This is an optimization exercise on Yosys and OpenROAD, whose aim is small area, not a production implementation.
The RTL was checked by simulation tests, not by an equivalence proof against the original design.
No activity file was given, so power comes from the tool's default toggle rates.

Setup of purple:
==> flow/design.v <==
module Clock(clk, reset, tick1, tick2);
input clk, reset;
output tick1, tick2;
reg [5:0] p;
reg [7:0] q;
assign tick1 = (p == 6'd51);
assign tick2 = (q == 8'd201);
always @(posedge clk or posedge reset) begin
    if (reset) begin
        p <= 6'd26;
        q <= 8'd101;
    end else begin
        p <= tick1 ? 6'd0 : p + 6'd1;
        q <= tick2 ? 8'd0 : q + 8'd1;
    end
end
endmodule
module counter(clk, tick2, reset, sec_chuc, sec_dv, min_chuc, min_dv, hour_chuc, hour_dv);
input clk, tick2, reset;
output [3:0] sec_chuc, sec_dv, min_chuc, min_dv, hour_chuc, hour_dv;
reg [2:0] sc, mc;
reg [3:0] sd, md, hd;
reg [1:0] hc;
reg first;
assign sec_chuc = {1'b0, sc};
assign sec_dv = sd;
assign min_chuc = {1'b0, mc};
assign min_dv = md;
assign hour_chuc = {2'b00, hc};
assign hour_dv = hd;
wire sd9 = (sd == 4'd9);
wire sc5 = (sc == 3'd5);
wire md9 = (md == 4'd9);
wire mc5 = (mc == 3'd5);
wire hwrap = (hc == 2'd2) && (hd == 4'd3);
wire hd9 = (hd == 4'd9);
always @(posedge clk or posedge reset) begin
    if (reset) begin
        sc <= 0; sd <= 0; mc <= 0; md <= 0; hc <= 0; hd <= 0;
        first <= 1'b1;
    end else if (tick2) begin
        first <= 1'b0;
        if (!first) begin
            sd <= sd9 ? 4'd0 : sd + 4'd1;
            if (sd9) begin
                sc <= sc5 ? 3'd0 : sc + 3'd1;
                if (sc5) begin
                    md <= md9 ? 4'd0 : md + 4'd1;
                    if (md9) begin
                        mc <= mc5 ? 3'd0 : mc + 3'd1;
                        if (mc5) begin
                            if (hwrap) begin
                                hc <= 2'd0; hd <= 4'd0;
                            end else begin
                                hd <= hd9 ? 4'd0 : hd + 4'd1;
                                if (hd9) hc <= hc + 2'd1;
                            end
                        end
                    end
                end
            end
        end
    end
end
endmodule
module tm1638(clk, tick1, tick2, reset, stb, dio, sclk, data_check,
              sec_chuc, sec_dv, min_chuc, min_dv, hour_chuc, hour_dv);
input clk, tick1, tick2, reset;
output stb, dio, sclk;
output [7:0] data_check;
input [3:0] sec_chuc, sec_dv, min_chuc, min_dv, hour_chuc, hour_dv;
reg [2:0] g;
reg [1:0] s;
reg [3:0] u;
reg [3:0] sample;    
reg [2:0] lsc;       
reg [3:0] lsd;
reg roll;            
wire inbyte = ~s[1];
wire [2:0] b = u[3:1];
reg [3:0] x;
always @* begin
    case (g)
        3'd0: x = sec_chuc;
        3'd1: x = sec_dv;
        3'd2: x = min_chuc;
        3'd3: x = min_dv;
        3'd4: x = hour_chuc;
        3'd5: x = hour_dv;
        default: x = 4'd0;
    endcase
end
wire min0 = (min_chuc == 4'd0) && (min_dv == 4'd0);
wire hour0 = (hour_chuc == 4'd0) && (hour_dv == 4'd0);
reg [3:0] lx;
always @* begin
    case (g)
        3'd0: lx = {1'b0, lsc};
        3'd1: lx = lsd;
        3'd2: lx = (roll && min_dv == 4'd0) ? ((x == 4'd0) ? 4'd5 : x - 4'd1) : x;
        3'd3: lx = roll ? ((x == 4'd0) ? 4'd9 : x - 4'd1) : x;
        3'd4: lx = (roll && min0 && hour_dv == 4'd0) ? ((x == 4'd0) ? 4'd2 : x - 4'd1) : x;
        3'd5: lx = (roll && min0) ? ((x == 4'd0) ? (hour0 ? 4'd3 : 4'd9) : x - 4'd1) : x;
        default: lx = 4'd0;
    endcase
end
reg [7:0] cmd;
always @* begin
    case (g)
        3'd7: cmd = 8'h44;
        3'd6: cmd = 8'h8f;
        default: cmd = {4'hc, g, 1'b0};
    endcase
end
wire [7:0] dseg, cseg;
sseg sseg_d(lx, dseg);
sseg sseg_c(sample, cseg);
wire [7:0] byte_out = s[0] ? dseg : cmd;
assign stb = s[1] & ((u == 4'd0) | ((g == 3'd6) & (u == 4'd1)));
assign sclk = ~(inbyte & ~u[0]);
assign dio = inbyte ? byte_out[b] : (s[1] & (g == 3'd6) & (u == 4'd0));
assign data_check = s[1] ? 8'h00 : (s[0] ? cseg : cmd);
wire start_next = s[1] & (g == 3'd6) & (u == 4'd1);
always @(posedge clk or posedge reset) begin
    if (reset) begin
        g <= 3'd6; s <= 2'd2; u <= 4'd1;
    end else if (tick1) begin
        if (inbyte) begin
            u <= u + 4'd1;
            if (u == 4'd15)
                s <= (s[0] | g[2] & g[1]) ? 2'd2 : 2'd1;
        end else begin
            if ((u[0] & (g != 3'd6)) | u[1]) begin
                u <= 4'd0; s <= 2'd0; g <= g + 3'd1;
            end else
                u <= u + 4'd1;
        end
    end
end
always @(posedge clk) begin
    if (tick1) begin
        sample <= x;
        if (start_next) begin
            lsc <= sec_chuc[2:0];
            lsd <= sec_dv;
            roll <= 1'b0;
        end
    end else if (tick2 && sec_chuc == 4'd5 && sec_dv == 4'd9)
        roll <= 1'b1;
end
endmodule
module sseg(d, seg);
input [3:0] d;
output [7:0] seg;
assign seg[0] = d[3] | d[1] | ~(d[2] ^ d[0]);
assign seg[1] = ~d[2] | ~(d[1] ^ d[0]);
assign seg[2] = d[2] | ~d[1] | d[0];
assign seg[3] = d[3] | (~d[2] & ~d[0]) | (~d[2] & d[1]) | (d[1] & ~d[0]) | (d[2] & ~d[1] & d[0]);
assign seg[4] = ~d[0] & (~d[2] | d[1]);
assign seg[5] = d[3] | (~d[1] & ~d[0]) | (d[2] & ~d[1]) | (d[2] & ~d[0]);
assign seg[6] = d[3] | (d[2] ^ d[1]) | (d[1] & ~d[0]);
assign seg[7] = 1'b0;
endmodule
module mainblock(clk_50M, reset, dio, sclk, stb, data_check, sec_chuc, sec_dv, min_chuc, min_dv, hour_chuc, hour_dv);
input clk_50M, reset;
output wire [3:0] sec_chuc, sec_dv, min_chuc, min_dv, hour_chuc, hour_dv;
output wire dio, stb, sclk;
output wire [7:0] data_check;
wire tick1, tick2;
Clock Clock(clk_50M, reset, tick1, tick2);
tm1638 tm1638(clk_50M, tick1, tick2, reset, stb, dio, sclk, data_check, sec_chuc, sec_dv, min_chuc, min_dv, hour_chuc, hour_dv);
counter counter(clk_50M, tick2, reset, sec_chuc, sec_dv, min_chuc, min_dv, hour_chuc, hour_dv);
endmodule
clock: 20.0 ns
lec_check: 0
abc_area: 1
cap_margin: 20
core_margin: 2
core_utilization: 40
slew_margin: 20
run.sh (not shown) runs the stock make flow with config.mk's settings and CLKGATE_MAP_FILE= SYNTH_SCRIPT=/design/flow/synth_recipe.tcl, a recipe that flattens the netlist after the stock synthesis.
Here is what was changed in the inputs of blue compared with purple.
-- flow/design.v --
<<< purple, line 3
output tick1, tick2;
reg [5:0] p;
reg [7:0] q;
assign tick1 = (p == 6'd51);
assign tick2 = (q == 8'd201);
always @(posedge clk or posedge reset) begin
    if (reset) begin
        p <= 6'd26;
        q <= 8'd101;
    end else begin
        p <= tick1 ? 6'd0 : p + 6'd1;
        q <= tick2 ? 8'd0 : q + 8'd1;
    end
end
>>> blue, line 3
output tick1, tick2;
reg [5:0] p;
reg [8:0] q;
assign tick1 = ~p[0] & p[1] & p[2] & ~p[3] & p[4];
assign tick2 = ~q[0] & q[1] & q[3] & ~q[4] & q[6] & q[7] & q[8];
always @(posedge clk or posedge reset) begin
    if (reset) begin
        p <= 6'b010001;
        q <= 9'b101101011;
    end else begin
        p <= {p[4:0], p[5] ^ p[0] ^ tick1};
        q <= {q[7:0], q[8] ^ q[3] ^ tick2};
    end
end
<<< purple, line 22
reg [3:0] sd, md, hd;
reg [1:0] hc;
reg first;
assign sec_chuc = {1'b0, sc};
assign sec_dv = sd;
>>> blue, line 22
reg [3:0] sd, md, hd;
reg [1:0] hc;
assign sec_chuc = {1'b0, sc};
assign sec_dv = sd;
<<< purple, line 38
    if (reset) begin
        sc <= 0; sd <= 0; mc <= 0; md <= 0; hc <= 0; hd <= 0;
        first <= 1'b1;
    end else if (tick2) begin
        first <= 1'b0;
        if (!first) begin
            sd <= sd9 ? 4'd0 : sd + 4'd1;
            if (sd9) begin
>>> blue, line 37
    if (reset) begin
        sc <= 0; sd <= 0; mc <= 0; md <= 0; hc <= 0; hd <= 0;
    end else if (tick2) begin
        begin
            sd <= sd9 ? 4'd0 : sd + 4'd1;
            if (sd9) begin
--- outcome ---
- Relative to purple, the ratio of routed vias to standard cells measured on blue has increased by a few percent.
- Delta (blue minus purple): via count fell by about 9%, hold slack -0.11 ns, smallest setup slack after layout decreased 0.17 ns, fmax -2.4 MHz, part of the power in the clock network saw a decrease.
- Compare purple and blue | power density over the cells lower: blue
- Area: blue vs purple -> blue smaller
- Taking purple as the reference, in blue measured slew at the worst slew-check pin fell 0.13 ns, routed wire length lower, fraction of area in non-clock buffers climbed 0.56 points.
- On blue: parity-gate share of the synthesized area counting xor and xnor cells is 0.30 points higher than what purple gave.
- blue ends up with a final period utilization that is 0.86 points higher than in purple.

[separate check: timing with driven ports]
In the flow no input, the clock included, has a driving cell. The finished layouts below were timed again as built, in two steps. Step 1 (the two cells are an assumption about what drives the block):
set clk [get_ports {clk_50M}]
set_driving_cell -lib_cell sky130_fd_sc_hd__clkbuf_16 $clk
set_driving_cell -lib_cell sky130_fd_sc_hd__buf_2 [delete_from_list [all_inputs] $clk]
Step 2 also shifts input and output timing later by t, the mid clock arrival at the registers, as if the neighbouring blocks saw the same clock. Three values: ideal ports, drivers, drivers and shift; two values: the first two.
run | shift t [ns] | setup slack, ns | clock arrival spread, ns | cell pins on the clock port's net
purple | 0.339 | 11.693 / 11.664 / 12.003 | 0.019 / 0.020 | 1
blue | 0.348 | 11.521 / 11.489 / 11.838 | 0.004 / 0.005 | 1
After both steps setup and hold are still met in every run listed.
